Source: an optimization exercise on an open RTL-to-GDS flow (aim: small area, a short achievable clock period and few clock cycles per item). Production flows keep margins and buffers that such runs may drop. RTL that was checked went through simulation tests only; none was proved equivalent to the original. No functional check of the RTL was part of runs 3 and 5.

$ cat design/flow/design.v
`timescale 1ns / 1ps
module btc_sha256d(
    input clk,
    input rst_n,
    input start,
    input [639:0] header,
    output done,
    output [255:0] hash
    );
    localparam [31:0] IV0 = 32'h6a09e667, IV1 = 32'hbb67ae85,
                      IV2 = 32'h3c6ef372, IV3 = 32'ha54ff53a,
                      IV4 = 32'h510e527f, IV5 = 32'h9b05688c,
                      IV6 = 32'h1f83d9ab, IV7 = 32'h5be0cd19;
    function [31:0] kn;
        input [5:0] i;
        begin
            case (i)
                6'd0: kn = 32'h71374491; 6'd1: kn = 32'hb5c0fbcf; 6'd2: kn = 32'he9b5dba5; 6'd3: kn = 32'h3956c25b;
                6'd4: kn = 32'h59f111f1; 6'd5: kn = 32'h923f82a4; 6'd6: kn = 32'hab1c5ed5; 6'd7: kn = 32'hd807aa98;
                6'd8: kn = 32'h12835b01; 6'd9: kn = 32'h243185be; 6'd10: kn = 32'h550c7dc3; 6'd11: kn = 32'h72be5d74;
                6'd12: kn = 32'h80deb1fe; 6'd13: kn = 32'h9bdc06a7; 6'd14: kn = 32'hc19bf174; 6'd15: kn = 32'he49b69c1;
                6'd16: kn = 32'hefbe4786; 6'd17: kn = 32'h0fc19dc6; 6'd18: kn = 32'h240ca1cc; 6'd19: kn = 32'h2de92c6f;
                6'd20: kn = 32'h4a7484aa; 6'd21: kn = 32'h5cb0a9dc; 6'd22: kn = 32'h76f988da; 6'd23: kn = 32'h983e5152;
                6'd24: kn = 32'ha831c66d; 6'd25: kn = 32'hb00327c8; 6'd26: kn = 32'hbf597fc7; 6'd27: kn = 32'hc6e00bf3;
                6'd28: kn = 32'hd5a79147; 6'd29: kn = 32'h06ca6351; 6'd30: kn = 32'h14292967; 6'd31: kn = 32'h27b70a85;
                6'd32: kn = 32'h2e1b2138; 6'd33: kn = 32'h4d2c6dfc; 6'd34: kn = 32'h53380d13; 6'd35: kn = 32'h650a7354;
                6'd36: kn = 32'h766a0abb; 6'd37: kn = 32'h81c2c92e; 6'd38: kn = 32'h92722c85; 6'd39: kn = 32'ha2bfe8a1;
                6'd40: kn = 32'ha81a664b; 6'd41: kn = 32'hc24b8b70; 6'd42: kn = 32'hc76c51a3; 6'd43: kn = 32'hd192e819;
                6'd44: kn = 32'hd6990624; 6'd45: kn = 32'hf40e3585; 6'd46: kn = 32'h106aa070; 6'd47: kn = 32'h19a4c116;
                6'd48: kn = 32'h1e376c08; 6'd49: kn = 32'h2748774c; 6'd50: kn = 32'h34b0bcb5; 6'd51: kn = 32'h391c0cb3;
                6'd52: kn = 32'h4ed8aa4a; 6'd53: kn = 32'h5b9cca4f; 6'd54: kn = 32'h682e6ff3; 6'd55: kn = 32'h748f82ee;
                6'd56: kn = 32'h78a5636f; 6'd57: kn = 32'h84c87814; 6'd58: kn = 32'h8cc70208; 6'd59: kn = 32'h90befffa;
                6'd60: kn = 32'ha4506ceb; 6'd61: kn = 32'hbef9a3f7; 6'd62: kn = 32'hc67178f2; default: kn = 32'h428a2f98;
            endcase
        end
    endfunction
    localparam NF = 39;
    localparam F_RND = 0, F_FF = 1, F_SHA = 2, F_SHE = 3, F_LD = 4, F_FFIV = 5, F_EP = 6,
               F_USEW = 7, F_USEY = 8, F_WRY = 9, F_SCHED = 10, F_80 = 11, F_280 = 12,
               F_100 = 13, F_FFA = 14, F_X1 = 15, F_X3 = 16, F_Y0 = 17, F_Y2 = 18, F_H = 19;
    function [NF-1:0] cflags;
        input r;
        input [1:0] bk;
        input [6:0] tt;
        reg q1, q2, q3, rnd, ff, t63_66;
        integer i;
        begin
            q1 = bk == 2'd1; q2 = bk == 2'd2; q3 = bk == 2'd3;
            rnd = r & ~tt[6];
            ff = r & (tt[6:2] == 5'b10000);
            t63_66 = tt == 7'd63 | tt == 7'd64 | tt == 7'd65 | tt == 7'd66;
            cflags = {NF{1'b0}};
            cflags[F_RND] = rnd;
            cflags[F_FF] = ff;
            cflags[F_SHA] = rnd | ff;
            cflags[F_SHE] = rnd | ff | (r & tt == 7'd68);
            cflags[F_LD] = r & tt == 7'd127;
            cflags[F_FFIV] = ff & q2;
            cflags[F_EP] = ff & ~q2;
            cflags[F_USEW] = r & (tt == 7'd127 | tt == 7'd68 | (tt == 7'd67 & q1) | tt < 7'd63);
            cflags[F_USEY] = r & q2 & t63_66;
            cflags[F_WRY] = r & t63_66;
            cflags[F_SCHED] = rnd & tt >= 7'd14;
            cflags[F_80] = r & ((q2 & tt == 7'd2) | (q3 & tt == 7'd6));
            cflags[F_280] = r & q2 & tt == 7'd13;
            cflags[F_100] = r & q3 & tt == 7'd13;
            cflags[F_FFA] = r & q2 & tt == 7'd67;
            cflags[F_X1] = r & ((q2 & tt == 7'd68) | (q3 & tt == 7'd1));
            cflags[F_X3] = r & q3 & tt == 7'd0;
            cflags[F_Y0] = r & q3 & (tt == 7'd2 | tt == 7'd4);
            cflags[F_Y2] = r & q3 & (tt == 7'd3 | tt == 7'd5);
            cflags[F_H + 0] = ~r;
            cflags[F_H + 1] = r & tt == 7'd127;
            for (i = 2; i < 16; i = i + 1)
                cflags[F_H + i] = r & q1 & (tt == i - 2);
            cflags[F_H + 16] = r & q1 & tt == 7'd66;
            cflags[F_H + 17] = r & q1 & tt == 7'd67;
            cflags[F_H + 18] = r & q2 & tt == 7'd0;
            cflags[F_H + 19] = r & q2 & tt == 7'd1;
        end
    endfunction
    function [31:0] kyf;
        input [1:0] bk;
        input [6:0] tt;
        begin
            if (tt == 7'd127) kyf = 32'h9e6afcb1;                  
            else if (tt < 7'd63) kyf = kn(tt[5:0]);
            else if (tt == 7'd68 | (tt == 7'd67 & bk == 2'd1)) kyf = kn(6'd63);
            else if (bk == 2'd2 | tt == 7'd67) kyf = 32'd0;
            else if (tt == 7'd63) kyf = IV7;
            else if (tt == 7'd64) kyf = IV6;
            else if (tt == 7'd65) kyf = IV5;
            else kyf = IV4;
        end
    endfunction
    reg run, done_r;
    reg [1:0] blk;
    reg [6:0] t;
    reg [NF-1:0] fl;
    reg [31:0] kyr;
    wire acc = start & ~run;
    wire b2 = blk == 2'd2;
    wire t67 = t == 7'd67;
    reg r_run, r_done;
    reg [1:0] r_blk;
    reg [6:0] r_t;
    always @* begin
        r_run = run; r_done = done_r; r_blk = blk; r_t = t;
        if (run) begin
            if ((blk == 2'd1 & t67) | (b2 & t == 7'd68)) begin
                r_t = 7'd0; r_blk = blk + 2'd1;
            end else if (blk == 2'd3 & t67) begin
                r_run = 1'b0; r_done = 1'b1;
            end else
                r_t = t + 7'd1;
        end
    end
    always @(posedge clk) begin
        if (!rst_n) begin
            run <= 1'b0;
            done_r <= 1'b0;
            fl <= cflags(1'b0, 2'd0, 7'd0);
        end else if (acc) begin
            run <= 1'b1;
            done_r <= 1'b0;
            blk <= 2'd1;
            t <= 7'd127;
            fl <= cflags(1'b1, 2'd1, 7'd127);
            kyr <= kyf(2'd1, 7'd127);
        end else begin
            run <= r_run;
            done_r <= r_done;
            blk <= r_blk;
            t <= r_t;
            fl <= cflags(r_run, r_blk, r_t);
            kyr <= kyf(r_blk, r_t);
        end
    end
    assign done = done_r;
    wire f_rnd = fl[F_RND], f_ff = fl[F_FF], f_shift_a = fl[F_SHA], f_shift_e = fl[F_SHE],
         f_ld = fl[F_LD], f_ffiv = fl[F_FFIV], f_e_p = fl[F_EP], f_use_w = fl[F_USEW],
         f_use_y = fl[F_USEY], wr_y = fl[F_WRY], sel_sched = fl[F_SCHED], sel_80 = fl[F_80],
         sel_280 = fl[F_280], sel_100 = fl[F_100], sel_ffa = fl[F_FFA], sel_x1 = fl[F_X1],
         sel_x3 = fl[F_X3], sel_y0 = fl[F_Y0], sel_y2 = fl[F_Y2];
    wire [19:0] hsel = fl[F_H +: 20];
    reg [31:0] a, b, c, d, e, f, g, p;
    reg [511:0] wv;                          
    reg [31:0] xr0, xr1, xr2, xr3, yr0, yr1, yr2, yr3;
    wire [31:0] w0 = wv[31:0], w1 = wv[63:32], w9 = wv[319:288],
                w14 = wv[479:448], w15 = wv[511:480];
    reg [31:0] ivx;
    always @* begin
        case (t[1:0])
            2'd0: ivx = IV3;
            2'd1: ivx = IV2;
            2'd2: ivx = IV1;
            default: ivx = IV0;
        endcase
    end
    wire [31:0] xop = b2 ? xr3 : ivx;
    wire [31:0] S0 = {a[1:0], a[31:2]} ^ {a[12:0], a[31:13]} ^ {a[21:0], a[31:22]};
    wire [31:0] S1 = {e[5:0], e[31:6]} ^ {e[10:0], e[31:11]} ^ {e[24:0], e[31:25]};
    wire [31:0] ch = (e & f) ^ (~e & g);
    wire [31:0] mj = (a & b) ^ (a & c) ^ (b & c);
    wire [31:0] x1s = p ^ S1 ^ ch;
    wire [31:0] x1c = {(p[30:0] & S1[30:0]) | (p[30:0] & ch[30:0]) | (S1[30:0] & ch[30:0]), 1'b0};
    wire [31:0] ys = f_ff ? xop : x1s;
    wire [31:0] yc = f_ff ? 32'd0 : x1c;
    wire [31:0] xes = ys ^ yc ^ d;
    wire [31:0] xec = {(ys[30:0] & yc[30:0]) | (ys[30:0] & d[30:0]) | (yc[30:0] & d[30:0]), 1'b0};
    wire [31:0] x2s = x1s ^ x1c ^ S0;
    wire [31:0] x2c = {(x1s[30:0] & x1c[30:0]) | (x1s[30:0] & S0[30:0]) | (x1c[30:0] & S0[30:0]), 1'b0};
    wire [31:0] x3s = x2s ^ x2c ^ mj;
    wire [31:0] x3c = {(x2s[30:0] & x2c[30:0]) | (x2s[30:0] & mj[30:0]) | (x2c[30:0] & mj[30:0]), 1'b0};
    wire [31:0] a_new = x3s + x3c;
    wire [31:0] e_new = xes + xec;
    wire [31:0] s0 = {w1[6:0], w1[31:7]} ^ {w1[17:0], w1[31:18]} ^ {3'b0, w1[31:3]};
    wire [31:0] s1 = {w14[16:0], w14[31:17]} ^ {w14[18:0], w14[31:19]} ^ {10'b0, w14[31:10]};
    wire [31:0] sched = s1 + w9 + s0 + w0;
    wire [31:0] wy = ({32{f_use_w}} & w15) | ({32{f_use_y}} & yr3);
    wire [31:0] pre = (g & {32{~f_ld}}) + kyr + wy;
    reg [31:0] ive;
    always @* begin
        case (t[1:0])                        
            2'd1: ive = IV7;
            2'd2: ive = IV6;
            2'd3: ive = IV5;
            default: ive = IV4;
        endcase
    end
    wire [31:0] hw [0:19];
    genvar gi;
    generate
        for (gi = 0; gi < 20; gi = gi + 1) begin : hwords
            assign hw[gi] = header[639 - 32*gi -: 32];
        end
    endgenerate
    reg [31:0] wnext;
    integer k;
    always @* begin
        wnext = ({32{sel_sched}} & sched) | ({32{sel_ffa}} & e_new) |
                ({32{sel_x1}} & xr1) | ({32{sel_x3}} & xr3) |
                ({32{sel_y0}} & yr0) | ({32{sel_y2}} & yr2);
        wnext[31] = wnext[31] | sel_80;
        wnext[9] = wnext[9] | sel_280;
        wnext[7] = wnext[7] | sel_280;
        wnext[8] = wnext[8] | sel_100;
        for (k = 0; k < 20; k = k + 1)
            wnext = wnext | ({32{hsel[k]}} & hw[k]);
    end
    always @(posedge clk) begin
        wv <= {wnext, wv[511:32]};
        xr0 <= f_ff ? e_new : xr3;
        xr1 <= xr0; xr2 <= xr1; xr3 <= xr2;
        yr0 <= wr_y ? pre : yr3;
        yr1 <= yr0; yr2 <= yr1; yr3 <= yr2;
        if (f_ld) begin
            a <= IV0; b <= IV1; c <= IV2; d <= IV3;
        end else if (f_shift_a) begin
            a <= f_rnd ? a_new : (f_ffiv ? ivx : e_new);
            b <= a; c <= b; d <= c;
        end
        if (f_ld) begin
            e <= IV4; f <= IV5; g <= IV6;
        end else if (f_shift_e) begin
            e <= f_rnd ? e_new : (f_e_p ? p : ive);
            f <= e; g <= f;
        end
        if (run) p <= pre;
    end
    assign hash = {p[7:0], p[15:8], p[23:16], p[31:24], g[7:0], g[15:8], g[23:16], g[31:24],
                   f[7:0], f[15:8], f[23:16], f[31:24], e[7:0], e[15:8], e[23:16], e[31:24],
                   d[7:0], d[15:8], d[23:16], d[31:24], c[7:0], c[15:8], c[23:16], c[31:24],
                   b[7:0], b[15:8], b[23:16], b[31:24], a[7:0], a[15:8], a[23:16], a[31:24]};
endmodule
$ cat design/flow/flow/run.sh
#!/bin/bash
set -euo pipefail
MARGIN=${MARGIN:-7}
bash standard.sh \
  SETUP_SLACK_MARGIN=$MARGIN \
  "BUFFER_PORTS_ARGS=-buffer_cell sky130_fd_sc_hd__buf_1" \
  finish > flow_make.log 2>&1
$ cat design/flow/standard.sh
#!/bin/bash
# synth_recipe.tcl (not shown) runs the flow's synth.tcl, then flattens the netlist and writes it again
# the make line also repeats each setting of config.mk as NAME=value (left out here)
make -C /OpenROAD-flow-scripts/flow DESIGN_CONFIG=/design/flow/config.mk WORK_HOME=/design/flow/orfs CLKGATE_MAP_FILE= SYNTH_SCRIPT=/design/flow/synth_recipe.tcl "${@:-finish}"
$ cat design/flow/config.mk
export PLATFORM = sky130hd
export DESIGN_NAME = btc_sha256d
export DESIGN_NICKNAME = btc_sha256d
export VERILOG_FILES = /design/flow/design.v
export SDC_FILE = /design/flow/constraint.sdc
export NUM_CORES = 8
export LEC_CHECK = 0
export CAP_MARGIN = 20
export CORE_MARGIN = 2
export CORE_UTILIZATION = 45
export SLEW_MARGIN = 20
$ cat design/flow/constraint.sdc
create_clock -name core_clock -period 12.0 [get_ports {clk}]
set_input_delay 2.4000 -clock core_clock [delete_from_list [all_inputs] [get_ports {clk}]]
set_output_delay 2.4000 -clock core_clock [all_outputs]
set_load 0.01 [all_outputs]
==> results of run 1 <==
[area by class of cell]
cell class                 count  area share, %
antenna                       19         0.0759
clock buffer                 150           4.97
clock inverter                59           1.36
inverter                     382           2.29
multi-input combinational   3494           44.6
sequential                  1105           36.7
tap                         1524           3.04
timing repair buffer        1026           7.00
[per-stage QoR]
stage / setup slack [ps] / cell area [µm²]
2_1_floorplan: 7140 / 52600
3_3_place_gp: 5050 / 57300
3_5_place_dp: 6090 / 57300
4_1_cts: 7000 / 61800
5_1_grt: 6810 / 62600
6_report: 6890 / 62700
[worst paths after layout]
check	endpoint	cells after the start	from
setup reg to reg	a[29]	17	e[9]
setup / recovery	a[29]	17	e[9]
hold reg to reg	xr1[10]	0	xr0[10]
hold / removal	xr1[10]	0	xr0[10]
[Yosys cell counts, types with 82 or more instances]
cell type	n	share of area (%)
dfxtp_1	1032	39
inv_1	374	2.7
nor2_1	342	2.4
nand2_1	293	2.1
a22oi_1	291	4.2
a21oi_1	265	2.5
clkbuf_1	264	1.9
xnor2_1	250	4.2
fa_1	217	8.3
o21ai_0	195	1.9
ha_1	155	3.7
mux2i_1	142	2.7
a211o_1	100	1.7
xor2_1	91	1.5
nand4_1	87	1.0
nand3_1	82	0.78
[metal layers]
metal,part of all wire [%],vias up,global-route usage [%]
met5,0.090,-,0
met4,6.7,26,24.8
met3,13,826,18.5
met2,41,3547,65.4
met1,39,24500,59.7
li1,-,20400,-
[cell families after synthesis]
family / after synthesis / share of synthesized area (%)
muxes: 184 / 3.60
DFF: 1105 / 43.4
adders and majority gates: 404 / 12.6
and+or+nand+nor: 1120 / 10.1
xor gates and xnor gates: 342 / 5.71
buffers and inverters: 723 / 5.29
AOI/OAI and AO/OA: 1444 / 19.3
[critical path, cell delays in order, from the launching register on]
cell	delay (ps)
dfxtp_4	390
xor2_4	200
xnor2_2	170
fa_2	720
inv_2	80
fa_1	510
fa_1	610
ha_4	240
nor2b_4	120
o21a_1	200
o21ai_4	200
a211oi_2	100
buf_4	180
o211a_4	250
o41a_1	470
nor4b_2	290
nor4b_2	90
a211oi_1	160
[timing repair]
action | 4_1_cts | 5_1_grt
gates resized for setup | 117 | 127
pin swaps | 13 | 33
endpoints found under the setup margin | 111 | 81
setup buffers | 13 | 30
==> flow_summary.json, run 1 <==
{
  "status": "no timing/DRC/antenna violations",
  "critPathRequiredTime_ps": 12630,
  "crit_arrival_ps": 5740,
  "antenna_left": 0,
  "final_core_util_pct": 54.0,
  "hold_buffers": 0,
  "worst_pin_slew_ps": 1230,
  "dp_hpwl_um": 227000,
  "ys_seq_area_share_pct": 43.4,
  "maxSlewHeadroom_pct": 17.7,
  "synthCells": 5322,
  "syn_nets": 6337,
  "initial_core_util_pct": 45.3,
  "endpoint_kind": "register",
  "vias": 49300,
  "top_regs": "wv: 512 flops, fl: 38 flops",
  "syn2layout_area_growth_pct": 19.2,
  "grt_pass1_vias": 46100,
  "gp_congestion": 1.08,
  "io_buffers": 899,
  "synth-seq-cells": 1105,
  "period_share_pct": 42.6,
  "avgRoutedWirePerCell_um": 37.1,
  "hold_class": "register to register",
  "grt.overflow.total": 0,
  "fmax_mhz": 196,
  "synthArstFlopShare_pct": 0,
  "grt_max_degree": 84,
  "io_pins": 900,
  "synthFlopType": "dfxtp_1",
  "largest_reg_flops": 512,
  "final_common_cell": "dfxtp_1",
  "track_usage_pct": 46.1,
  "grt_pass1_wl_um": 381000,
  "final_cell_mix": "966 x dfxtp_1, 898 x buf_1, 369 x inv_1",
  "dr.pass1.iters": 6,
  "numClockSinks": 1105,
  "antenna_found_initial": 37,
  "nets": 7134,
  "maxSlewViolCount": 0,
  "dp_cells": 7486,
  "period_minus_slack_ps": 5110,
  "multi_input_area_um2": 27900,
  "via_per_inst": 6.36,
  "yosysUniqueCellTypes": 95,
  "coreArea_um2": 116000,
  "layout-drive-gt1-share_pct": 9.77,
  "largest_register": "wv",
  "clk_pin_slew_ps": 70,
  "clkLatencyLatePin_ps": 750,
  "drtIter0Drc": 7051,
  "cts-buffers-inserted": 110,
  "n_fill_cell": 10600,
  "tns_ps": 0,
  "rows": 125,
  "setup_viol": 0,
  "synth_edf_count": 73,
  "syn_avg_cell_area_um2": 9.88,
  "hold_slack_ps": 300,
  "r2r_slack_ps": 6890,
  "fin_worst_skew_ps": 52.8,
  "clock-root-buffer": "clkbuf_16",
  "routed_wl_um": 288000,
  "dieArea_um2": 120000,
  "fp.dieW_um": 346,
  "fp.dieH_um": 346,
  "ctsLongestPathBuffers": 3,
  "h-tree-depth": 3,
  "finalHoldViolCount": 0,
  "finalNonFillerCells": 7759,
  "syn_area_um2": 52600,
  "final-seq-area_um2": 23000,
  "drv_cap": 0,
  "cts_tree": "yes",
  "startpoint_type": "register",
  "path_class": "register to register",
  "crit_fanout": 6,
  "drc_errors": 0,
  "rsz0062_at_grt": "yes",
  "yosys_warnings": 1
}
Testbench counts, summed over its fixed seeds: cycles 9,936, hashes 48.
==> inputs of run 2 (changes only) <==
==> design/flow/flow/run.sh (replaced) <==
#!/bin/bash
set -euo pipefail
MARGIN=${MARGIN:-8}
bash standard.sh \
  SETUP_SLACK_MARGIN=$MARGIN \
  "BUFFER_PORTS_ARGS=-buffer_cell sky130_fd_sc_hd__buf_1" \
  finish > flow_make.log 2>&1
==> flow_summary.json, run 2 <==
{
  "status": "no timing/DRC/antenna violations",
  "period_share_pct": 41.8,
  "critPathSlowestCell": "fa_2",
  "cp_slowest_stage_delay_ps": 780,
  "dr.pass1.iters": 7,
  "path_buf_inv": 3,
  "io_pins": 900,
  "nets": 7281,
  "rows": 125,
  "yosys-top-cells-count": "1032 x dfxtp_1, 374 x inv_1, 342 x nor2_1, 293 x nand2_1, 291 x a22oi_1",
  "numClockSinks": 1105,
  "largest_reg_flops": 512,
  "final_cell_mix": "934 x dfxtp_1, 893 x buf_1, 359 x inv_1",
  "maxSlewHeadroom_pct": 18.8,
  "dp_hpwl_um": 234000,
  "synth_top_cell_by_area": "dfxtp_1",
  "ys_seq_area_share_pct": 43.4,
  "ff2ff_path_depth": 16,
  "hold_class": "register to register",
  "fin_area_um2": 66400,
  "yosysUniqueCellTypes": 95,
  "h-tree-depth": 3,
  "crit_path_end": "a[29]",
  "hold_slack_ps": 284,
  "drc_errors": 0,
  "vias": 51300,
  "critical_path.top_delay_family": "adder cells",
  "antenna_found_initial": 47,
  "placed_cell_area_um2": 57600,
  "syn_nets": 6337,
  "setup_viol": 0,
  "fmax_mhz": 199,
  "fin_worst_skew_ps": 62.3,
  "clock-root-buffer": "clkbuf_16",
  "fp.dieH_um": 346,
  "synthFlopType": "dfxtp_1",
  "syn_avg_cell_area_um2": 9.88,
  "drtIter0Drc": 7864,
  "grt.overflow.total": 0,
  "period_minus_slack_ps": 5020,
  "avgRoutedWirePerCell_um": 38.7,
  "coreArea_um2": 116000,
  "synthArstFlopShare_pct": 0,
  "layout-drive-gt1-share_pct": 16.7,
  "ctsLongestPathBuffers": 3,
  "crit_fanout": 5,
  "largest_register": "wv",
  "setup_slack_ps": 6980,
  "via_per_inst": 6.49,
  "reg2reg_to": "a[29]",
  "fp.dieW_um": 346,
  "crit_arrival_ps": 5610,
  "grt_pass1_wl_um": 402000,
  "syn_area_um2": 52600,
  "drv_cap": 0,
  "gp_congestion": 1.07,
  "critPathRequiredTime_ps": 12590,
  "dieArea_um2": 120000,
  "endpoint_kind": "register",
  "initial_core_util_pct": 45.3,
  "clkLatencyLatePin_ps": 760,
  "crit_cells": 16,
  "grt_pass1_vias": 47900,
  "crit_start": "e[12]",
  "path_class": "register to register",
  "pre_cts_ws_ps": 6580,
  "top_regs": "wv: 512 flops, fl: 38 flops",
  "io_buffers": 899,
  "holdCritStartpoint": "yr1[28]",
  "worst_pin_slew_ps": 1210,
  "final_common_cell": "dfxtp_1",
  "clk_pin_slew_ps": 70,
  "r2r_start": "e[12]",
  "grt_max_degree": 79,
  "maxSlewViolCount": 0,
  "routed_wl_um": 306000,
  "startpoint_type": "register",
  "synth-seq-cells": 1105,
  "rsz0062_at_grt": "yes",
  "crit_chain": "buf_6 -> mux2i_4 -> fa_2 -> inv_2 -> fa_1 -> fa_1 -> ha_4 -> buf_4 -> a21oi_2 -> o21ai_2 -> a21o_1 -> o211a_1 -> o41a_1 -> and3b_1 -> nor4b_2 -> a211oi_1",
  "cts_tree": "yes",
  "r2r_slack_ps": 6980,
  "antenna_left": 0,
  "yosys.area.top_type_share_pct": 39.3,
  "synth_most_common_cell": "dfxtp_1",
  "synthCells": 5322,
  "yosys_warnings": 1,
  "track_usage_pct": 48.7,
  "synth_edf_count": 73,
  "tns_ps": 0,
  "finalHoldViolCount": 0,
  "syn2layout_area_growth_pct": 26.2,
  "cts-buffers-inserted": 108,
  "synth.area.top_cells": "dfxtp_1 39%, fa_1 8.3%, edfxtp_1 4.2%",
  "cpMostUsedCell": "fa_1",
  "hold_buffers": 0
}
-- run 2: repair_timing --
action,CTS,global route
pin swaps,129,143
gates resized for setup,493,299
endpoints found under the setup margin,225,174
gates cloned,1,1
setup buffers,117,78
-- run 2: final cells by class --
class | instances | area [µm²]
fill | 10000 | 49700
clock buffer | 140 | 3040
multi-input combinational | 3495 | 30100
clock inverter | 61 | 763
tap | 1524 | 1910
sequential | 1105 | 23000
antenna | 16 | 40.0
timing repair buffer | 1174 | 6070
inverter | 382 | 1470
-- run 2: worst min-delay path by stage --
stage / to / slack [ps] / depth (start not counted)
2_1_floorplan: wv[100] / 310 / 0
3_3_place_gp: xr3[25] / 310 / 0
3_5_place_dp: wv[104] / 310 / 0
4_1_cts: xr1[18] / 280 / 0
5_1_grt: xr1[18] / 290 / 0
6_report: yr2[28] / 280 / 0
-- run 2: cell families after synthesis --
kind of cell | after synthesis | share of synthesized area [%]
compound gates | 1444 | 19.3
simple gates | 1120 | 10.1
flops | 1105 | 43.4
buf+inv | 723 | 5.29
fa+ha+maj | 404 | 12.6
xor+xnor | 342 | 5.71
mux | 184 | 3.60
-- run 2: worst register-to-register path: stages, from the launching register on --
cell      delay [ps]
dfxtp_4          380
buf_6            140
mux2i_4          200
fa_2             780
inv_2             80
fa_1             500
fa_1             570
ha_4             220
buf_4            150
a21oi_2          140
o21ai_2           80
a21o_1           240
o211a_1          290
o41a_1           520
and3b_1          220
nor4b_2          270
a211oi_1          70
-- run 2: per-stage QoR --
| stage | util, % | cells |
|---|---|---|
| floorplan | - | 5322 |
| global placement | 49.6 | 7481 |
| detailed placement | 49.6 | 7483 |
| CTS | 55.5 | 7802 |
| global route | 57.2 | 7889 |
| finish | 57.2 | 7897 |
-- run 2: layer usage --
metal  track usage (%)  part of all wire [%]  wire length [µm]
met5                 0                  0.13               390
met1              64.4                    39            118000
met2              67.2                    40            122000
met4              28.7                   7.3             22300
met3              18.3                    14             42800
==> inputs of run 3 (changes only) <==
--- a/design/flow/design.v
+++ b/design/flow/design.v
@@ -120,5 +120,8 @@
             run <= 1'b0;
             done_r <= 1'b0;
+            blk <= r_blk;
+            t <= r_t;
             fl <= cflags(1'b0, 2'd0, 7'd0);
+            kyr <= kyf(r_blk, r_t);
         end else if (acc) begin
             run <= 1'b1;
==> design/flow/flow/run.sh (replaced) <==
#!/bin/bash
set -euo pipefail
MARGIN=${MARGIN:-7}
bash standard.sh \
  SETUP_SLACK_MARGIN=$MARGIN \
  "BUFFER_PORTS_ARGS=-buffer_cell sky130_fd_sc_hd__buf_1" \
  finish > flow_make.log 2>&1
--- a/design/flow/config.mk
+++ b/design/flow/config.mk
@@ -9,3 +9,5 @@
 export CORE_MARGIN = 2
 export CORE_UTILIZATION = 45
+export CTS_CLUSTER_DIAMETER = 120
+export CTS_CLUSTER_SIZE = 24
 export SLEW_MARGIN = 20
==> flow_summary.json, run 3 <==
{
  "clock-root-buffer": "clkbuf_16",
  "gp_congestion": 1.14,
  "path_class": "register to register",
  "setup_slack_ps": 6710,
  "synth.area.top_cells": "dfxtp_1 42%, fa_1 8.5%, mux2i_1 4.5%",
  "io_pins": 900,
  "cts_tree": "yes",
  "syn_nets": 6193,
  "fmax_mhz": 189,
  "coreArea_um2": 113000,
  "numClockSinks": 1105,
  "pre_cts_ws_ps": 5870,
  "dr.pass1.iters": 8,
  "synth_top_cell_by_area": "dfxtp_1",
  "final_common_cell": "dfxtp_1",
  "startpoint_type": "register",
  "ff2ff_path_depth": 17,
  "dp_hpwl_um": 251000,
  "cts-buffers-inserted": 53,
  "via_per_inst": 6.60,
  "final_cell_mix": "1004 x dfxtp_1, 899 x buf_1, 358 x inv_1",
  "synthCells": 5167,
  "initial_core_util_pct": 45.5,
  "rsz0062_at_grt": "yes",
  "worst_pin_slew_ps": 1270,
  "endpoint_kind": "register",
  "hold_slack_ps": 307,
  "h-tree-depth": 2,
  "grt.overflow.total": 0,
  "setup_viol": 0,
  "routed_wl_um": 313000,
  "antenna_found_initial": 70,
  "r2r_slack_ps": 6710,
  "top_regs": "wv: 512 flops, fl: 38 flops",
  "status": "no timing/DRC/antenna violations",
  "dieArea_um2": 117000,
  "avgRoutedWirePerCell_um": 41.7,
  "multi_input_area_um2": 27500,
  "grt_pass1_vias": 45600,
  "r2r_start": "e[30]",
  "fp.dieH_um": 342,
  "fin_worst_skew_ps": 49.8,
  "grt_max_degree": 121,
  "synth_edf_count": 32,
  "synthArstFlopShare_pct": 0,
  "yosys_warnings": 1,
  "clk_pin_slew_ps": 110,
  "syn_area_um2": 51300,
  "final_core_util_pct": 52.9,
  "hold_class": "register to register",
  "syn2layout_area_growth_pct": 16.4,
  "rows": 123,
  "yosys.area.top_type_share_pct": 41.9,
  "crit_path_end": "e[25]",
  "yosys-top-cells-count": "1073 x dfxtp_1, 362 x inv_1, 348 x nor2_1, 338 x nand2_1, 299 x a22oi_1",
  "drv_cap": 0,
  "layout-drive-gt1-share_pct": 9.05,
  "maxSlewViolCount": 0,
  "io_buffers": 899,
  "reg2reg_to": "e[25]",
  "largest_reg_flops": 512,
  "synth_most_common_cell": "dfxtp_1",
  "synthFlopType": "dfxtp_1",
  "ctsLongestPathBuffers": 3,
  "period_minus_slack_ps": 5290,
  "period_share_pct": 44.0,
  "antenna_left": 0,
  "final-seq-area_um2": 22600,
  "synth-seq-cells": 1105,
  "track_usage_pct": 51.4,
  "finalHoldViolCount": 0,
  "crit_start": "e[30]",
  "yosysUniqueCellTypes": 78,
  "grt_pass1_wl_um": 405000,
  "critPathRequiredTime_ps": 12620,
  "fp.dieW_um": 342,
  "nets": 6976,
  "n_fill_cell": 10300,
  "drtIter0Drc": 8060,
  "syn_avg_cell_area_um2": 9.92,
  "tns_ps": 0,
  "crit_arrival_ps": 5910,
  "largest_register": "wv",
  "clkLatencyLatePin_ps": 730,
  "ys_seq_area_share_pct": 43.8,
  "drc_errors": 0,
  "maxSlewHeadroom_pct": 15.4,
  "crit_fanout": 7,
  "vias": 49600
}
run 3: cell families (layout without fill, tap and decap cells):
kind of cell	count (synthesis)	in the layout	synth area share (%)
and+or+nand+nor	1044	1044	9.13
muxes	286	286	5.71
buffers and inverters	685	1485	5.03
DFF	1105	1105	43.8
adders and majority gates	415	415	13.2
other	0	44	0
xor gates and xnor gates	360	360	6.15
AOI/OAI and AO/OA	1272	1272	17.0
run 3: worst min path at each step:
stage / depth (start not counted) / slack [ps] / start / end
6_report: 0 / 310 / wv[181] / wv[149]
2_1_floorplan: 0 / 310 / wv[132] / wv[100]
3_3_place_gp: 0 / 310 / wv[442] / wv[410]
3_5_place_dp: 0 / 310 / wv[216] / wv[184]
4_1_cts: 0 / 300 / xr2[22] / xr3[22]
5_1_grt: 0 / 310 / yr1[25] / yr2[25]
run 3: area by class of cell:
class                      count  area share [%]
tap                         1500            3.15
clock buffer                  64            2.31
multi-input combinational   3377            46.1
inverter                     365            2.32
antenna                       44           0.185
sequential                  1105            37.9
timing repair buffer        1048            7.77
clock inverter                 8           0.266
run 3: worst max-delay path: stages (launching register included):
cell	delay, ps
dfxtp_4	410
xor2_2	170
xnor2_2	340
fa_1	500
mux2i_1	200
fa_2	520
ha_4	290
nand4_1	140
buf_4	160
a2111oi_2	50
a2111o_1	400
a211oi_4	180
buf_6	160
a21boi_2	80
xnor2_1	920
a211oi_1	380
a21oi_1	230
nor2_1	50
run 3: what timing repair did:
item | in CTS | in global routing
hold buffers | 0 | 0
resized for setup | 156 | 160
endpoints found under the hold margin | 0 | 0
buffers inserted | 19 | 34
endpoints found under the setup margin | 125 | 101
pin swaps | 22 | 59
run 3: routing by layer:
layer | vias up | wire length, µm | GRT usage [%] | share of wire [%]
li1 | 19700 | - | - | -
met1 | 24600 | 117000 | 65.7 | 37
met2 | 4239 | 122000 | 69.2 | 39
met3 | 966 | 48900 | 24.1 | 16
met4 | 52 | 23500 | 31.3 | 7.5
met5 | - | 973 | 3.92 | 0.31
run 3: metrics by stage:
| stage | instances | cell area (µm²) |
|---|---|---|
| detailed placement | 7341 | 56200 |
| finish | 7511 | 59700 |
| global route | 7485 | 59600 |
| CTS | 7432 | 58500 |
| global placement | 7339 | 56200 |
| floorplan | 5167 | 51300 |
==> inputs of run 4 (changes only) <==
--- a/design/flow/design.v
+++ b/design/flow/design.v
@@ -120,8 +120,5 @@
             run <= 1'b0;
             done_r <= 1'b0;
-            blk <= r_blk;
-            t <= r_t;
             fl <= cflags(1'b0, 2'd0, 7'd0);
-            kyr <= kyf(r_blk, r_t);
         end else if (acc) begin
             run <= 1'b1;
==> design/flow/run.sh (new file) <==
#!/bin/bash
# synth_recipe.tcl (not shown) runs the flow's synth.tcl, then flattens the netlist and writes it again
# the make line also repeats each setting of config.mk as NAME=value (left out here)
make -C /OpenROAD-flow-scripts/flow DESIGN_CONFIG=/design/flow/config.mk WORK_HOME=/design/flow/orfs CLKGATE_MAP_FILE= SYNTH_SCRIPT=/design/flow/synth_recipe.tcl finish
--- a/design/flow/config.mk
+++ b/design/flow/config.mk
@@ -8,6 +8,5 @@
 export CAP_MARGIN = 20
 export CORE_MARGIN = 2
-export CORE_UTILIZATION = 45
-export CTS_CLUSTER_DIAMETER = 120
-export CTS_CLUSTER_SIZE = 24
+export CORE_UTILIZATION = 40
+export SETUP_SLACK_MARGIN = 5
 export SLEW_MARGIN = 20
removed: design/flow/flow/run.sh
removed: design/flow/standard.sh
==> flow_summary.json, run 4 <==
{
  "vias": 48200,
  "crit_arrival_ps": 6730,
  "clk_pin_slew_ps": 70,
  "crit_fanout": 44,
  "synth_most_common_cell": "dfxtp_1",
  "critical_path.top_delay_family": "compound AO/OA/AOI/OAI gates",
  "period_minus_slack_ps": 6120,
  "top_regs": "wv: 512 flops, fl: 38 flops",
  "drv_cap": 0,
  "dieArea_um2": 134000,
  "crit_chain": "inv_1 -> ha_2 -> buf_4 -> nor3_1 -> a21oi_1 -> nand2_1 -> o21ai_0 -> fa_1 -> ha_1 -> a21o_1 -> a21oi_1 -> o211ai_1 -> nand4_1 -> a211o_1 -> a31oi_1 -> xor2_1 -> a2111oi_1 -> o21ai_0",
  "endpoint_kind": "register",
  "period_share_pct": 51.0,
  "top_usage_layer": "met2",
  "synthArstFlopShare_pct": 0,
  "use_met3_pct": 15.3,
  "drc_errors": 0,
  "clock-root-buffer": "clkbuf_16",
  "io_pins": 900,
  "fmax_mhz": 163,
  "syn_avg_cell_area_um2": 9.88,
  "setup_viol": 0,
  "cts-buffers-inserted": 111,
  "synth.area.top_cells": "dfxtp_1 39%, fa_1 8.3%, edfxtp_1 4.2%",
  "io_buffers": 899,
  "tns_ps": 0,
  "drtIter0Drc": 6671,
  "use_met2_pct": 63.2,
  "final_common_cell": "dfxtp_1",
  "yosys_warnings": 1,
  "yosysUniqueCellTypes": 95,
  "cts-resized-gates": 0,
  "cts_tree": "yes",
  "synth_top_cell_by_area": "dfxtp_1",
  "hold_buffers": 0,
  "syn_nets": 6337,
  "yosys.area.top_type_share_pct": 39.3,
  "path_class": "register to register",
  "rows": 133,
  "largest_register": "wv",
  "clkLatencyLatePin_ps": 780,
  "yosys-top-cells-count": "1032 x dfxtp_1, 374 x inv_1, 342 x nor2_1, 293 x nand2_1, 291 x a22oi_1",
  "final_cell_mix": "1002 x dfxtp_1, 898 x clkdlybuf4s50_1, 373 x inv_1",
  "maxSlewHeadroom_pct": 17.5,
  "startpoint_type": "register",
  "synth-seq-cells": 1105,
  "fin_worst_skew_ps": 51.0,
  "path_buf_inv": 2,
  "final-seq-area_um2": 22900,
  "status": "no timing/DRC/antenna violations",
  "grt_pass1_vias": 46000,
  "critPathRequiredTime_ps": 12610,
  "critPathSlowestCell": "a2111oi_1",
  "coreArea_um2": 131000,
  "fp.dieW_um": 367,
  "ys_seq_area_share_pct": 43.4,
  "cts_setup_buffers": 0,
  "hold_class": "register to register",
  "fp.dieH_um": 367,
  "numClockSinks": 1105,
  "grt_pass1_wl_um": 398000,
  "layout-drive-gt1-share_pct": 6.46,
  "synth_edf_count": 73,
  "gp_congestion": 1.06,
  "initial_core_util_pct": 40.2,
  "finalHoldViolCount": 0,
  "grt.overflow.total": 0,
  "n_fill_cell": 12000,
  "maxSlewViolCount": 0,
  "nets": 7101,
  "dp_hpwl_um": 241000,
  "via_per_inst": 6.06,
  "antenna_found_initial": 34,
  "multi_input_area_um2": 27100,
  "avgRoutedWirePerCell_um": 37.9,
  "hold_slack_ps": 286,
  "dr.pass1.iters": 7,
  "worst_pin_slew_ps": 1230,
  "antenna_left": 0,
  "track_usage_pct": 43.2,
  "rsz0062_at_grt": "no",
  "syn2layout_area_growth_pct": 27.8,
  "gr-usage-met1_pct": 56.5,
  "grt_max_degree": 79,
  "synthFlopType": "dfxtp_1",
  "routed_wl_um": 301000,
  "cp_slowest_stage_delay_ps": 1030,
  "h-tree-depth": 3,
  "syn_area_um2": 52600,
  "ctsLongestPathBuffers": 3,
  "synthCells": 5322,
  "largest_reg_flops": 512
}
run 4: cell types whose count changed after synthesis, moves of 13 or more:
cell / previous run / this run
xnor2_1: 264 / 250
and2_1: 8 / 79
buf_2: 8 / 26
o221ai_1: 6 / 19
nand2_1: 338 / 293
a21o_1: 47 / 61
o21ai_1: 2 / 24
nor2b_1: 22 / 49
nand2b_1: 20 / 37
dfxtp_1: 1073 / 1032
edfxtp_1: 32 / 73
a211o_1: 9 / 100
mux2i_1: 233 / 142
run 4: stage by stage:
step / utilization, % / cell area, µm² / std cells / worst slack, ps
global placement: 48.3 / 63200 / 7723 / 5800
detailed placement: 48.3 / 63300 / 7725 / 6070
global route: 51.3 / 67200 / 7938 / 5720
CTS: 51.3 / 67100 / 7931 / 6060
floorplan: - / 52600 / 5322 / 7140
finish: 51.3 / 67200 / 7945 / 5880
run 4: cell type report:
type,instances,area share [%]
repair buffers,992,14.4
clock inverters,50,0.944
clock buffers,156,4.81
flip-flops and latches,1105,34.1
multi-input cells,3494,40.3
well taps,1755,3.27
inverters,382,2.14
diodes,11,0.0410
run 4: final timing paths:
path | start | endpoint | cells after the start | slack, ps
worst max register to register | blk[0] | wv[504] | 18 | 5880
worst min register to register | yr1[18] | yr2[18] | 0 | 290
worst max-delay path | blk[0] | wv[504] | 18 | 5880
worst min-delay path | yr1[18] | yr2[18] | 0 | 290
run 4: routing by layer:
metal	part of all wire [%]	wire, µm
met4	5.7	17000
met1	41	123000
met5	0.067	202
met3	11	34400
met2	42	127000
run 4: cell families (layout without fill, tap and decap cells):
| logic type | after synthesis | count (layout) | share of synthesized area (%) |
|---|---|---|---|
| flip-flops | 1105 | 1105 | 43.4 |
| AO/OA/AOI/OAI | 1444 | 1444 | 19.3 |
| multiplexers | 184 | 184 | 3.60 |
| buffers and inverters | 723 | 1580 | 5.29 |
| adder cells (fa/ha/maj) | 404 | 404 | 12.6 |
| XOR/XNOR | 342 | 342 | 5.71 |
| other | 0 | 11 | 0 |
| AND/OR/NAND/NOR | 1120 | 1120 | 10.1 |
run 4: worst register-to-register path, delay by kind of cell, from the launching register on:
family	cells	cell delay [ps]
DFF	1	500
and+or+nand+nor	3	990
adders and majority gates	3	1050
AOI/OAI and AO/OA	9	2670
xor gates and xnor gates	1	340
buffers and inverters	2	440
Testbench counts of run 4, summed over its fixed seeds: cycles 9,936, hashes 48.
==> inputs of run 5 (changes only) <==
--- a/design/flow/design.v
+++ b/design/flow/design.v
@@ -35,8 +35,8 @@
         end
     endfunction
-    localparam NF = 39;
+    localparam NF = 40;
     localparam F_RND = 0, F_FF = 1, F_SHA = 2, F_SHE = 3, F_LD = 4, F_FFIV = 5, F_EP = 6,
                F_USEW = 7, F_USEY = 8, F_WRY = 9, F_SCHED = 10, F_80 = 11, F_280 = 12,
-               F_100 = 13, F_FFA = 14, F_X1 = 15, F_X3 = 16, F_Y0 = 17, F_Y2 = 18, F_H = 19;
+               F_100 = 13, F_FFA = 14, F_X1 = 15, F_X3 = 16, F_Y0 = 17, F_Y2 = 18, F_H = 19, F_XR = 39;
     function [NF-1:0] cflags;
         input r;
@@ -66,4 +66,5 @@
             cflags[F_100] = r & q3 & tt == 7'd13;
             cflags[F_FFA] = r & q2 & tt == 7'd67;
+            cflags[F_XR] = q2;
             cflags[F_X1] = r & ((q2 & tt == 7'd68) | (q3 & tt == 7'd1));
             cflags[F_X3] = r & q3 & tt == 7'd0;
@@ -120,5 +121,8 @@
             run <= 1'b0;
             done_r <= 1'b0;
+            blk <= r_blk;
+            t <= r_t;
             fl <= cflags(1'b0, 2'd0, 7'd0);
+            kyr <= kyf(r_blk, r_t);
         end else if (acc) begin
             run <= 1'b1;
@@ -158,19 +162,23 @@
         endcase
     end
-    wire [31:0] xop = b2 ? xr3 : ivx;
+    wire [31:0] xop = fl[F_XR] ? xr3 : ivx;
     wire [31:0] S0 = {a[1:0], a[31:2]} ^ {a[12:0], a[31:13]} ^ {a[21:0], a[31:22]};
     wire [31:0] S1 = {e[5:0], e[31:6]} ^ {e[10:0], e[31:11]} ^ {e[24:0], e[31:25]};
     wire [31:0] ch = (e & f) ^ (~e & g);
     wire [31:0] mj = (a & b) ^ (a & c) ^ (b & c);
-    wire [31:0] x1s = p ^ S1 ^ ch;
-    wire [31:0] x1c = {(p[30:0] & S1[30:0]) | (p[30:0] & ch[30:0]) | (S1[30:0] & ch[30:0]), 1'b0};
-    wire [31:0] ys = f_ff ? xop : x1s;
-    wire [31:0] yc = f_ff ? 32'd0 : x1c;
-    wire [31:0] xes = ys ^ yc ^ d;
-    wire [31:0] xec = {(ys[30:0] & yc[30:0]) | (ys[30:0] & d[30:0]) | (yc[30:0] & d[30:0]), 1'b0};
-    wire [31:0] x2s = x1s ^ x1c ^ S0;
-    wire [31:0] x2c = {(x1s[30:0] & x1c[30:0]) | (x1s[30:0] & S0[30:0]) | (x1c[30:0] & S0[30:0]), 1'b0};
-    wire [31:0] x3s = x2s ^ x2c ^ mj;
-    wire [31:0] x3c = {(x2s[30:0] & x2c[30:0]) | (x2s[30:0] & mj[30:0]) | (x2c[30:0] & mj[30:0]), 1'b0};
+    wire [31:0] q  = p ^ S1;
+    wire [31:0] co = (q & ch) | (~q & p);
+    wire [31:0] ci = {co[30:0], 1'b0};
+    wire [31:0] xa = q ^ (ch ^ S0);
+    wire [31:0] cs_a = xa ^ ci;
+    wire [31:0] cc_a = (xa & ci) | (~xa & S0);
+    wire [31:0] ca = {cc_a[30:0], 1'b0};
+    wire [31:0] x3s = cs_a ^ ca ^ mj;
+    wire [31:0] x3c = {(cs_a[30:0] & ca[30:0]) | (cs_a[30:0] & mj[30:0]) | (ca[30:0] & mj[30:0]), 1'b0};
+    wire [31:0] xe = f_ff ? (xop ^ d) : (q ^ (ch ^ d));
+    wire [31:0] cie = f_ff ? 32'd0 : ci;
+    wire [31:0] xes = xe ^ cie;
+    wire [31:0] cc_e = (xe & cie) | (~xe & d);
+    wire [31:0] xec = {cc_e[30:0], 1'b0};
     wire [31:0] a_new = x3s + x3c;
     wire [31:0] e_new = xes + xec;
==> design/flow/flow/run.sh (new file) <==
#!/bin/bash
set -euo pipefail
MARGIN=${MARGIN:-7}
bash standard.sh \
  SETUP_SLACK_MARGIN=$MARGIN \
  "BUFFER_PORTS_ARGS=-buffer_cell sky130_fd_sc_hd__buf_1" \
  finish > flow_make.log 2>&1
==> design/flow/standard.sh (new file) <==
#!/bin/bash
# synth_recipe.tcl (not shown) runs the flow's synth.tcl, then flattens the netlist and writes it again
# the make line also repeats each setting of config.mk as NAME=value (left out here)
make -C /OpenROAD-flow-scripts/flow DESIGN_CONFIG=/design/flow/config.mk WORK_HOME=/design/flow/orfs CLKGATE_MAP_FILE= SYNTH_SCRIPT=/design/flow/synth_recipe.tcl "${@:-finish}"
--- a/design/flow/config.mk
+++ b/design/flow/config.mk
@@ -8,5 +8,6 @@
 export CAP_MARGIN = 20
 export CORE_MARGIN = 2
-export CORE_UTILIZATION = 40
-export SETUP_SLACK_MARGIN = 5
+export CORE_UTILIZATION = 45
+export CTS_CLUSTER_DIAMETER = 120
+export CTS_CLUSTER_SIZE = 24
 export SLEW_MARGIN = 20
removed: design/flow/run.sh
==> flow_summary.json, run 5 <==
{
  "hold_slack_ps": 323,
  "antenna_found_initial": 73,
  "endpoint_kind": "register",
  "n_fill_cell": 10700,
  "hold_class": "register to register",
  "final_cell_mix": "1005 x dfxtp_1, 899 x buf_1, 358 x inv_1",
  "startpoint_type": "register",
  "crit_path_end": "kyr[13]",
  "synth_top_cell_by_area": "dfxtp_1",
  "synth.area.top_cells": "dfxtp_1 41%, xnor2_1 5.9%, fa_1 4.9%",
  "ys_seq_area_share_pct": 43.0,
  "drtIter0Drc": 8051,
  "initial_core_util_pct": 45.5,
  "yosys-top-cells-count": "1074 x dfxtp_1, 359 x inv_1, 352 x xnor2_1, 347 x nand2_1, 324 x nor2_1",
  "syn_area_um2": 52200,
  "rsz0062_at_grt": "yes",
  "maxSlewHeadroom_pct": 14.3,
  "use_met3_pct": 23.7,
  "crit_chain": "inv_1 -> ha_1 -> nand3_1 -> a21oi_1 -> o21ai_1 -> nand2_1 -> and2_1 -> buf_4 -> inv_2 -> ha_1 -> buf_4 -> inv_1 -> nor2_1 -> nor3_2 -> nor3_1 -> o41ai_4 -> nand3_1",
  "crit_start": "t[0]",
  "track_usage_pct": 48.3,
  "coreArea_um2": 115000,
  "synth.area.mux_share_pct": 5.20,
  "crit_arrival_ps": 5930,
  "crit_fanout": 15,
  "final_common_cell": "dfxtp_1",
  "top_regs": "wv: 512 flops, fl: 39 flops",
  "dr.pass1.iters": 8,
  "io_pins": 900,
  "syn_nets": 6369,
  "synth_compound_area_share_pct": 18.7,
  "layout-drive-gt1-share_pct": 7.93,
  "crit_cells": 17,
  "synthFlopType": "dfxtp_1",
  "yosys.area_share.adder_pct": 9.84,
  "io_buffers": 899,
  "yosys.area_share.xor_xnor_pct": 8.49,
  "grt_pass1_vias": 44600,
  "drv_cap": 0,
  "path_class": "register to register",
  "grt.overflow.total": 0,
  "largest_reg_flops": 512,
  "gp_congestion": 1.08,
  "status": "no timing/DRC/antenna violations",
  "reg2reg_to": "kyr[13]",
  "drc_errors": 0,
  "r2r_slack_ps": 6660,
  "gr-usage-met1_pct": 61.9,
  "synth_top_family_by_area": "compound AO/OA/AOI/OAI gates",
  "synthArstFlopShare_pct": 0,
  "yosysUniqueCellTypes": 88,
  "tns_ps": 0,
  "finalNonFillerCells": 7772,
  "worst_pin_slew_ps": 1280,
  "avgRoutedWirePerCell_um": 38.5,
  "setup_slack_ps": 6660,
  "dp_cells": 7621,
  "cp_slowest_stage_delay_ps": 680,
  "routed_wl_um": 299000,
  "syn_avg_cell_area_um2": 9.61,
  "clkLatencyLatePin_ps": 740,
  "synth_edf_count": 32,
  "cts-buffers-inserted": 54,
  "r2r_start": "t[0]",
  "nets": 7135,
  "synth_most_common_cell": "dfxtp_1",
  "fmax_mhz": 187,
  "finalHoldViolCount": 0,
  "setup_viol": 0,
  "maxSlewViolCount": 0,
  "largest_register": "wv",
  "synth-seq-cells": 1106,
  "critPathSlowestCell": "o41ai_4",
  "path_buf_inv": 5,
  "yosys.area.top_type_share_pct": 41.2,
  "pre_cts_ws_ps": 6090,
  "grt_pass1_wl_um": 388000,
  "dieArea_um2": 119000,
  "ff2ff_path_depth": 17,
  "vias": 50200,
  "period_share_pct": 44.5,
  "synth-simple-area-share_pct": 9.71,
  "fp.dieH_um": 345,
  "fin_worst_skew_ps": 44.3,
  "fp.dieW_um": 345,
  "h-tree-depth": 2,
  "critPathRequiredTime_ps": 12600,
  "syn2layout_area_growth_pct": 15.5,
  "synthCells": 5434,
  "period_minus_slack_ps": 5340,
  "numClockSinks": 1106,
  "use_met2_pct": 66.7,
  "via_per_inst": 6.46,
  "clock-root-buffer": "clkbuf_16",
  "dp_hpwl_um": 236000,
  "rows": 124,
  "hold_buffers": 0,
  "clk_pin_slew_ps": 110,
  "cts_tree": "yes",
  "grt_max_degree": 93,
  "ctsLongestPathBuffers": 3,
  "antenna_left": 0,
  "yosys_warnings": 1,
  "top_usage_layer": "met2",
  "critical_path.top_delay_family": "simple AND/OR/NAND/NOR gates"
}
run 5: what timing repair did:
action,CTS,global route
endpoints found under the setup margin,115,97
pin swaps,12,30
setup buffers,11,22
resized for setup,113,130
run 5: layout make-up:
cell class / instances / area [µm²] / share of cell area [%]
Clock buffer: 65 / 1400 / 2.33
Inverter: 362 / 1370 / 2.27
Tap cell: 1512 / 1890 / 3.14
Sequential cell: 1106 / 22600 / 37.5
Clock inverter: 8 / 163 / 0.270
Timing Repair Buffer: 1041 / 4560 / 7.57
Antenna cell: 43 / 108 / 0.178
Multi-Input combinational cell: 3635 / 28200 / 46.8
run 5: kinds of logic (layout without fill, tap and decap cells):
| group | after synthesis | count (layout) |
|---|---|---|
| fa+ha+maj | 344 | 344 |
| xor+xnor | 500 | 500 |
| compound gates | 1417 | 1417 |
| mux | 263 | 263 |
| other cells | 0 | 43 |
| flops | 1106 | 1106 |
| simple gates | 1111 | 1111 |
| buf+inv | 693 | 1476 |
run 5: how the worst min path moves through the flow:
stage	startpoint	endpoint	slack (ps)	cells past startpoint
after detailed placement	wv[136]	wv[104]	310	0
after global placement	xr2[20]	xr3[20]	310	0
final	yr1[15]	yr2[15]	320	0
after global routing	wv[335]	wv[303]	330	0
after CTS	yr1[27]	yr2[27]	320	0
after floorplan	wv[132]	wv[100]	310	0
run 5: routing by layer:
layer  up-vias  part of all wire (%)  wire length (µm)
li1      20700                     -                 -
met1     24700                    38            115000
met2      3897                    40            120000
met3       842                    15             46000
met4        60                   6.0             17900
met5         -                  0.37              1110
run 5: worst reg2reg max path, delay by kind of cell (launching register included):
kind / cells / cell delay, ps
AND/OR/NAND/NOR: 7 / 1680
buffers and inverters: 5 / 1290
AO/OA/AOI/OAI: 3 / 1130
adder cells (fa/ha/maj): 2 / 730
flip-flops: 1 / 390
run 5: stage by stage:
step                      utilization, %  instance area (µm²)
final                               52.6                60300
after global routing                52.5                60200
after CTS                           51.8                59400
after detailed placement            49.9                57200
after global placement              49.8                57100
after floorplan                        -                52200
==> inputs of run 6 (changes only) <==
--- a/design/flow/design.v
+++ b/design/flow/design.v
@@ -97,5 +97,5 @@
     reg run, done_r;
     reg [1:0] blk;
-    reg [6:0] t;
+    reg [6:0] t, tn;         
     reg [NF-1:0] fl;
     reg [31:0] kyr;
@@ -114,5 +114,5 @@
                 r_run = 1'b0; r_done = 1'b1;
             end else
-                r_t = t + 7'd1;
+                r_t = tn;
         end
     end
@@ -123,4 +123,5 @@
             blk <= r_blk;
             t <= r_t;
+            tn <= r_t + 7'd1;
             fl <= cflags(1'b0, 2'd0, 7'd0);
             kyr <= kyf(r_blk, r_t);
@@ -130,4 +131,5 @@
             blk <= 2'd1;
             t <= 7'd127;
+            tn <= 7'd0;
             fl <= cflags(1'b1, 2'd1, 7'd127);
             kyr <= kyf(2'd1, 7'd127);
@@ -137,4 +139,5 @@
             blk <= r_blk;
             t <= r_t;
+            tn <= r_t + 7'd1;
             fl <= cflags(r_run, r_blk, r_t);
             kyr <= kyf(r_blk, r_t);
==> flow_summary.json, run 6 <==
{
  "status": "no timing/DRC/antenna violations",
  "routed_wl_um": 305000,
  "dp_hpwl_um": 242000,
  "gp_congestion": 1.10,
  "rows": 126,
  "nets": 7255,
  "drtIter0Drc": 8629,
  "synthFlopType": "dfxtp_1",
  "period_share_pct": 42.0,
  "ctsLongestPathBuffers": 3,
  "drc_errors": 0,
  "setup_viol": 0,
  "maxSlewViolCount": 0,
  "hold_slack_ps": 321,
  "dp_cells": 7746,
  "synthArstFlopShare_pct": 0,
  "tns_ps": 0,
  "crit_fanout": 8,
  "coreArea_um2": 118000,
  "rsz0062_at_grt": "yes",
  "antenna_left": 0,
  "maxSlewHeadroom_pct": 12.7,
  "finalHoldViolCount": 0,
  "grt.overflow.total": 0,
  "grt_pass1_vias": 46100,
  "clkLatencyLatePin_ps": 750,
  "synth_top_cell_by_area": "dfxtp_1",
  "hold_class": "register to register",
  "synth-simple-area-share_pct": 10.0,
  "synth_compound_area_share_pct": 19.2,
  "dr.pass1.iters": 7,
  "clk_pin_slew_ps": 120,
  "drv_cap": 0,
  "largest_reg_flops": 512,
  "synth_edf_count": 32,
  "grt_pass1_wl_um": 398000,
  "fin_worst_skew_ps": 56.8,
  "yosys-top-cells-count": "1081 x dfxtp_1, 372 x inv_1, 366 x nand2_1, 352 x nor2_1, 346 x xnor2_1",
  "syn_area_um2": 53200,
  "synthCells": 5551,
  "largest_register": "wv",
  "startpoint_type": "register",
  "endpoint_kind": "register",
  "grt_max_degree": 100,
  "hold_buffers": 0,
  "synth-seq-cells": 1113,
  "antenna_found_initial": 66,
  "yosys.area.top_type_share_pct": 40.7,
  "yosys_warnings": 1,
  "worst_pin_slew_ps": 1310,
  "final_core_util_pct": 52.3,
  "critPathRequiredTime_ps": 12630,
  "initial_core_util_pct": 45.2,
  "path_class": "register to register",
  "final_common_cell": "dfxtp_1",
  "avgRoutedWirePerCell_um": 38.6,
  "yosys.area_share.xor_xnor_pct": 8.32,
  "cts-buffers-inserted": 54,
  "yosysUniqueCellTypes": 113,
  "period_minus_slack_ps": 5040,
  "synth_most_common_cell": "dfxtp_1",
  "finalNonFillerCells": 7918,
  "via_per_inst": 6.52,
  "io_buffers": 899,
  "syn2layout_area_growth_pct": 15.7,
  "synth.area.mux_share_pct": 5.06,
  "dieArea_um2": 121000,
  "numClockSinks": 1113,
  "vias": 51600,
  "io_pins": 900,
  "synth_top_family_by_area": "compound AO/OA/AOI/OAI gates",
  "syn_nets": 6486,
  "ys_seq_area_share_pct": 42.5,
  "cts_tree": "yes",
  "fmax_mhz": 198,
  "fp.dieH_um": 348,
  "top_regs": "wv: 512 flops, fl: 39 flops",
  "syn_avg_cell_area_um2": 9.58,
  "n_fill_cell": 11000,
  "yosys.area_share.adder_pct": 9.64,
  "final_cell_mix": "1008 x dfxtp_1, 899 x buf_1, 369 x inv_1",
  "ff2ff_path_depth": 16,
  "crit_arrival_ps": 5670,
  "fp.dieW_um": 348,
  "min_path_cells": 0,
  "h-tree-depth": 2,
  "clock-root-buffer": "clkbuf_16",
  "layout-drive-gt1-share_pct": 8.88,
  "track_usage_pct": 48.2,
  "synth.area.top_cells": "dfxtp_1 41%, xnor2_1 5.7%, fa_1 4.8%"
}
[run 6: cell types whose count changed in the layout (fill, tap and decap cells not counted), moves of 8 or more]
cell,change
a221oi_1,-12
a22oi_1,+11
buf_4,+10
inv_1,+11
nand2_1,+20
nand3_1,-9
nor2_1,+28
nor4_1,-8
o211ai_1,+17
o21ai_0,+33
o21ai_1,-20
o311ai_0,+14
xnor2_1,-9
[run 6: what timing repair did]
action / in CTS / in global routing
setup buffers: 14 / 35
resized for setup: 137 / 146
endpoints found under the setup margin: 146 / 100
pin swaps: 13 / 35
cloned: 0 / 1
[run 6: cell families after synthesis]
kind of cell / count (synthesis)
AO/OA/AOI/OAI: 1455
XOR/XNOR: 497
adder cells (fa/ha/maj): 343
buffers and inverters: 721
flip-flops: 1113
multiplexers: 263
AND/OR/NAND/NOR: 1159
[run 6: worst max-delay path, cell delays in order, from the launching register on]
cell and delay, ps:
edfxtp_1 660, inv_1 150, maj3_1 560, nand2_1 210, inv_1 50, nor2_1 220
o21ai_0 140, xnor2_1 170, ha_1 450, a21o_1 230, a21oi_1 280, o211ai_1 180
a221o_1 390, a211oi_1 420, and2_2 420, a22oi_1 140, a211oi_1 250
[run 6: layout make-up]
type / instances / area [µm²] / share of cell area (%)
clock buffers: 67 / 1400 / 2.28
inverters: 379 / 1450 / 2.35
repair buffers: 1054 / 4690 / 7.62
diodes: 44 / 110 / 0.179
flip-flops and latches: 1113 / 22700 / 37.0
well taps: 1536 / 1920 / 3.12
clock inverters: 7 / 161 / 0.262
multi-input cells: 3718 / 29000 / 47.2
[run 6: layer usage]
metal  GRT usage, %  up-vias  part of all wire [%]
met2           66.0     4048                    39
li1               -    21100                     -
met4           27.0       46                   6.9
met5           1.76        -                  0.16
met1           62.0    25400                    38
met3           22.0      965                    15
[run 6: stage by stage]
step	setup WS [ps]	area (µm²)
after floorplan	7270	53200
after global placement	5750	58000
after detailed placement	5910	58000
after CTS	6870	60400
after global routing	6940	61400
final	6960	61500
[run 6: worst paths after layout]
path              slack (ps)     from       to
setup / recovery        6960    p[18]    a[26]
hold / removal           320  wv[332]  wv[300]
setup reg to reg        6960    p[18]    a[26]
hold reg to reg          320  wv[332]  wv[300]
Testbench counts of run 6, summed over its fixed seeds: cycles 9,936, hashes 48.
==> inputs of run 7 (changes only) <==
==> design/flow/flow/run.sh (replaced) <==
#!/bin/bash
set -euo pipefail
MARGIN=${MARGIN:-8}
bash standard.sh \
  SETUP_SLACK_MARGIN=$MARGIN \
  "BUFFER_PORTS_ARGS=-buffer_cell sky130_fd_sc_hd__buf_1" \
  finish > flow_make.log 2>&1
==> flow_summary.json, run 7 <==
{
  "syn_area_um2": 53200,
  "initial_core_util_pct": 45.2,
  "clock-root-buffer": "clkbuf_16",
  "synth_edf_count": 32,
  "synthCells": 5551,
  "yosys.area.top_type_share_pct": 40.7,
  "pre_cts_ws_ps": 5970,
  "critPathRequiredTime_ps": 12640,
  "final_core_util_pct": 56.0,
  "top_regs": "wv: 512 flops, fl: 39 flops",
  "hold_buffers": 0,
  "grt_max_degree": 110,
  "status": "no timing/DRC/antenna violations",
  "rsz0062_at_grt": "yes",
  "drv_cap": 0,
  "grt_pass1_vias": 47800,
  "hold_end": "wv[67]",
  "clkLatencyLatePin_ps": 750,
  "fmax_mhz": 208,
  "setup_slack_ps": 7200,
  "r2r_start": "e[11]",
  "period_share_pct": 40.0,
  "syn_nets": 6486,
  "syn_avg_cell_area_um2": 9.58,
  "vias": 53300,
  "gp_congestion": 1.12,
  "dr.pass1.iters": 7,
  "fp.dieW_um": 348,
  "reg2reg_to": "e[24]",
  "io_pins": 900,
  "antenna_left": 0,
  "avgRoutedWirePerCell_um": 39.3,
  "synthFlopType": "dfxtp_1",
  "drtIter0Drc": 8447,
  "synth-simple-area-share_pct": 10.0,
  "tns_ps": 0,
  "nets": 7454,
  "layout-drive-gt1-share_pct": 16.5,
  "path_class": "register to register",
  "synth_compound_area_share_pct": 19.2,
  "yosys-top-cells-count": "1081 x dfxtp_1, 372 x inv_1, 366 x nand2_1, 352 x nor2_1, 346 x xnor2_1",
  "worst_pin_slew_ps": 1260,
  "synth-seq-cells": 1113,
  "r2r_slack_ps": 7200,
  "yosys.area_share.xor_xnor_pct": 8.32,
  "yosys_warnings": 1,
  "antenna_found_initial": 65,
  "finalHoldViolCount": 0,
  "yosys.area_share.adder_pct": 9.64,
  "grt.overflow.total": 0,
  "synth_top_family_by_area": "compound AO/OA/AOI/OAI gates",
  "numClockSinks": 1113,
  "fin_worst_skew_ps": 42.2,
  "setup_viol": 0,
  "grt_pass1_wl_um": 414000,
  "fp.dieH_um": 348,
  "cts-buffers-inserted": 54,
  "ctsLongestPathBuffers": 3,
  "period_minus_slack_ps": 4800,
  "synth.area.top_cells": "dfxtp_1 41%, xnor2_1 5.7%, fa_1 4.8%",
  "synth.area.mux_share_pct": 5.06,
  "maxSlewHeadroom_pct": 15.6,
  "crit_fanout": 5,
  "rows": 126,
  "via_per_inst": 6.56,
  "endpoint_kind": "register",
  "ys_seq_area_share_pct": 42.5
}
run 7: cell counts after synthesis:
No cell type changed its count.
run 7: kinds of logic (layout without fill, tap and decap cells):
logic type	after synthesis	in the layout
other cells	0	40
flops	1113	1113
simple gates	1159	1159
compound gates	1455	1455
fa+ha+maj	343	343
buf+inv	721	1709
mux	263	263
xor+xnor	497	497
run 7: how the worst max path moves through the flow:
stage	from	end	slack, ps	cells past startpoint
6_report	e[11]	e[24]	7200	20
5_1_grt	e[11]	a[30]	7110	20
4_1_cts	e[11]	a[31]	7310	21
3_5_place_dp	e[9]	wv[507]	5970	16
3_3_place_gp	e[9]	wv[498]	5260	14
2_1_floorplan	e[14]	a[23]	7720	19
run 7: final cells by class:
class	count	area (µm²)	area share, %
Multi-Input combinational cell	3717	31100	47.2
Tap cell	1536	1920	2.92
Inverter	379	1470	2.24
Timing Repair inverter	2	17.5	0.0266
Antenna cell	40	100	0.152
Clock buffer	67	1400	2.12
Sequential cell	1113	22800	34.6
Timing Repair Buffer	1252	6870	10.4
Clock inverter	9	170	0.258
run 7: stage by stage:
step / instance area, µm² / cells / hold slack, ps
6_report: 65900 / 8115 / 318
5_1_grt: 65800 / 8089 / 308
4_1_cts: 64200 / 8003 / 311
3_5_place_dp: 58300 / 7754 / 312
3_3_place_gp: 58200 / 7754 / 310
2_1_floorplan: 53500 / 5551 / 310
run 7: repair_timing:
| item | CTS | global route |
|---|---|---|
| pin swaps | 174 | 132 |
| cloned | 4 | 0 |
| setup buffers | 169 | 72 |
| endpoints found under the setup margin | 244 | 171 |
| resized for setup | 613 | 232 |
run 7: per-layer routing:
layer	track usage (%)	vias to the layer above	part of all wire (%)
li1	-	21500	-
met1	64.2	26400	38
met2	68.0	4310	39
met3	24.3	994	16
met4	28.3	62	7.0
met5	4.92	-	0.23
run 7: critical path: stages (launching register included):
cell	delay, ps
dfxtp_4	410
xnor2_4	220
xnor2_4	100
ha_4	290
nor2b_4	160
nor2_4	70
buf_4	140
buf_6	100
maj3_2	330
o22ai_4	170
ha_1	250
a21o_1	190
a21oi_2	190
o21ai_2	120
a2111oi_4	310
buf_6	180
o21ai_4	120
a21o_1	220
a21oi_2	220
nand4_1	470
a221o_1	450

-- static timing again, ports no longer ideal --
No port has a modelled driver above. Below, the same layouts with a new extraction and two added sets of constraints. Step 1, drivers: a clkbuf_16 drives clk and a buf_2 each remaining input, both assumed. Step 2 moves the port delays by t, midway between the first and last clock arrival at a register: inputs arrive t later, outputs are due t later. That takes back most of the time a late clock gives input paths. Slacks: no drivers / after step 1 / after step 2; pairs: no drivers / after step 1.
| run | t (ns) | setup slack, ns | worst setup path at the end | slew at the worst register clock pin (ns) | worst slew at a driven data input, ns |
|---|---|---|---|---|---|
| run 1 | 0.799 | 6.891 / 6.891 / 6.811 | input to register | 0.07 / 0.07 | 0.36 |
| run 2 | 0.804 | 6.984 / 6.984 / 6.661 | input to register | 0.07 / 0.07 | 0.30 |
| run 3 | 0.800 | 6.715 / 6.715 / 6.417 | input to register | 0.12 / 0.12 | 0.34 |
| run 4 | 0.845 | 5.879 / 5.879 / 5.879 | register to register | 0.07 / 0.07 | 0.48 |
| run 5 | 0.800 | 6.662 / 6.662 / 6.662 | register to register | 0.12 / 0.12 | 0.41 |
| run 6 | 0.805 | 6.958 / 6.958 / 6.863 | input to register | 0.12 / 0.12 | 0.42 |
| run 7 | 0.811 | 7.198 / 7.198 / 6.872 | input to register | 0.12 / 0.12 | 0.36 |
After both steps every run listed still meets setup and hold. The setup slack of run 7, which loses most, moves by 0.000 ns with the drivers and by -0.326 ns with both steps.
